From an optimization exercise on the open Yosys and OpenROAD flow, aimed at small area, a short achievable clock period and few clock cycles; shortcuts taken in it are not production practice. Only simulation tests tie the RTL to the original design; equivalence was not proved. Power is estimated from default activity; no workload was simulated.

==> 08-05: inputs <==
## JAM
module JAM (
input CLK,
input RST,
output reg [2:0] W,
output reg [2:0] J,
input [6:0] Cost,
output reg [3:0] MatchCount,
output reg [9:0] MinCost,
output reg Valid );
reg [6:0] C;         
reg [2:0] t;         
reg run;             
reg r0;              
reg fin1, fin2;      
reg [9:0] ac0; reg [3:0] an0;
reg [9:0] ac1; reg [3:0] an1;
reg [9:0] ac2; reg [3:0] an2;
reg [9:0] ac3; reg [3:0] an3;
reg [9:0] ac4; reg [3:0] an4;
reg [9:0] ac5; reg [3:0] an5;
reg [9:0] ac6; reg [3:0] an6;
reg [9:0] ac7; reg [3:0] an7;
reg [8:0] ac8; reg [3:0] an8;
reg [8:0] ac9; reg [3:0] an9;
reg [8:0] ac10; reg [3:0] an10;
reg [8:0] ac11; reg [3:0] an11;
reg [8:0] ac12; reg [3:0] an12;
reg [8:0] ac13; reg [3:0] an13;
reg [8:0] ac14; reg [3:0] an14;
reg [8:0] ac15; reg [3:0] an15;
reg [8:0] ac16; reg [3:0] an16;
reg [8:0] ac17; reg [3:0] an17;
reg [8:0] ac18; reg [3:0] an18;
reg [8:0] ac19; reg [3:0] an19;
reg [8:0] ac20; reg [3:0] an20;
reg [8:0] ac21; reg [3:0] an21;
reg [8:0] ac22; reg [3:0] an22;
reg [8:0] ac23; reg [3:0] an23;
reg [8:0] ac24; reg [3:0] an24;
reg [8:0] ac25; reg [3:0] an25;
reg [8:0] ac26; reg [3:0] an26;
reg [8:0] ac27; reg [3:0] an27;
reg [8:0] ac28; reg [3:0] an28;
reg [8:0] ac29; reg [3:0] an29;
reg [8:0] ac30; reg [3:0] an30;
reg [8:0] ac31; reg [3:0] an31;
reg [8:0] ac32; reg [3:0] an32;
reg [8:0] ac33; reg [3:0] an33;
reg [8:0] ac34; reg [3:0] an34;
reg [8:0] ac35; reg [3:0] an35;
reg [8:0] ac36; reg [3:0] an36;
reg [8:0] ac37; reg [3:0] an37;
reg [8:0] ac38; reg [3:0] an38;
reg [8:0] ac39; reg [3:0] an39;
reg [9:0] ac40; reg [3:0] an40;
reg [9:0] ac41; reg [3:0] an41;
reg [9:0] ac42; reg [3:0] an42;
reg [9:0] ac43; reg [3:0] an43;
reg [9:0] ac44; reg [3:0] an44;
reg [9:0] ac45; reg [3:0] an45;
reg [9:0] ac46; reg [3:0] an46;
reg [9:0] ac47; reg [3:0] an47;
reg [9:0] ac48; reg [3:0] an48;
  ...
clock: 8.0 ns
lec_check: 0
cap_margin: 20
core_margin: 2
core_utilization: 50
cts_buf_list: sky130_fd_sc_hd__clkbuf_16
cts_cluster_diameter: 82
cts_cluster_size: 20
setup_slack_margin: 4.2
slew_margin: 20
run.sh (not shown) runs the stock make flow with config.mk's settings and CLKGATE_MAP_FILE= SYNTH_SCRIPT=/design/flow/synth_recipe.tcl, a recipe that flattens the netlist after the stock synthesis.
==> inputs of 06-09, as changes to 08-05 <==
CORE_UTILIZATION = 40   (was 50)
CTS_BUF_LIST = default   (was sky130_fd_sc_hd__clkbuf_16)
CTS_CLUSTER_DIAMETER = default   (was 82)
CTS_CLUSTER_SIZE = default   (was 20)
SETUP_SLACK_MARGIN = 4.8   (was 4.2)
==> inputs of 02-02, as changes to 08-05 <==
SETUP_SLACK_MARGIN = 4.8   (was 4.2)
==> results.toml <==
[outcome]
run_status = "timing/DRC/antenna clean"

[cells_and_area]
fillers = 21700
ff_latch_area_um2 = 44700
area_delta_synth_final_pct = 20.3

[floorplanning]
core_area_um2 = 240000
tap_cells = 3185

[setup_path]
cp.buffers_inverters = 4
r2r-start = "ss_l22[0]"

[timing]
clock_skew_ps = 53.8
min_period_over_period_pct = 43.3

[routing]
drtIter0Drc = 15600

[power_and_ir_drop]
swShare_pct = 24.2
seqPwrFrac_pct = 48.7
powerComb_w = 0.000711

[cts]
cts_buffers = 234
That was 06-09.
==> results.toml <==
[outcome]
run_status = "timing/DRC/antenna clean"

[power_and_ir_drop]
seqPwrFrac_pct = 58.5
pwr-share-clk_pct = 38.3
swShare_pct = 24.8

[yosys]
yosysTopAreaCell = "dfxtp_1"

[cells_and_area]
area_delta_synth_final_pct = 8.67
ff_latch_area_um2 = 44600
clk_share_pct = 3.99
fillers = 16800

[timing]
min_period_over_period_pct = 48.6
clock_skew_ps = 32.1

[routing]
drtIter0Drc = 15500

[setup_path]
cp.arrival_ps = 4670
r2r-start = "h2_l6[1]"
cp.buffers_inverters = 2

[floorplanning]
tap_cells = 2526
That was 08-05.
==> results.toml <==
[cts]
cts_buffers = 139
cts_tree = "done"

[floorplanning]
tap_cells = 2526
core_area_um2 = 192000

[power_and_ir_drop]
swShare_pct = 24.7
powerComb_w = 0.000700
seqPwrFrac_pct = 57.8

[outcome]
run_status = "timing/DRC/antenna clean"

[setup_path]
crit_path_end_kind = "flop"
cp.buffers_inverters = 3
r2r-start = "fg2_l32[0]"

[routing]
drtIter0Drc = 16400

[cells_and_area]
stdcell_area_um2 = 111000

[timing]
min_period_over_period_pct = 43.9
clock_skew_ps = 42.6
That was 02-02.
Testbench counts of 08-05, summed over its fixed seeds: cycles 3,168.
Testbench counts of 06-09, summed over its fixed seeds: cycles 3,168.
Testbench counts of 02-02, summed over its fixed seeds: cycles 3,168.

-- static timing again, ports no longer ideal --
The results above use ideal ports. As a check the final layouts listed here were re-extracted and re-timed, cells and wires unchanged.
Step 1: set_driving_cell puts a clkbuf_16 on CLK and a buf_2 on each other input, an assumption about the parent block.
Step 2 times the ports against the registers' clock, not the clock port: input delays grow and output delays shrink by t, the midpoint of the rising clock arrivals with the driver on.
Slacks: no drivers / after step 1 / after step 2; pairs: no drivers / after step 1.
run	shift t [ns]	setup WS [ns]	worst setup path after step 2
08-05	0.950	4.109 / 4.109 / 4.109	register to register
06-09	1.030	4.536 / 4.536 / 4.536	register to register
02-02	0.986	4.487 / 4.487 / 4.487	register to register
After both steps setup and hold are still met in every run listed.
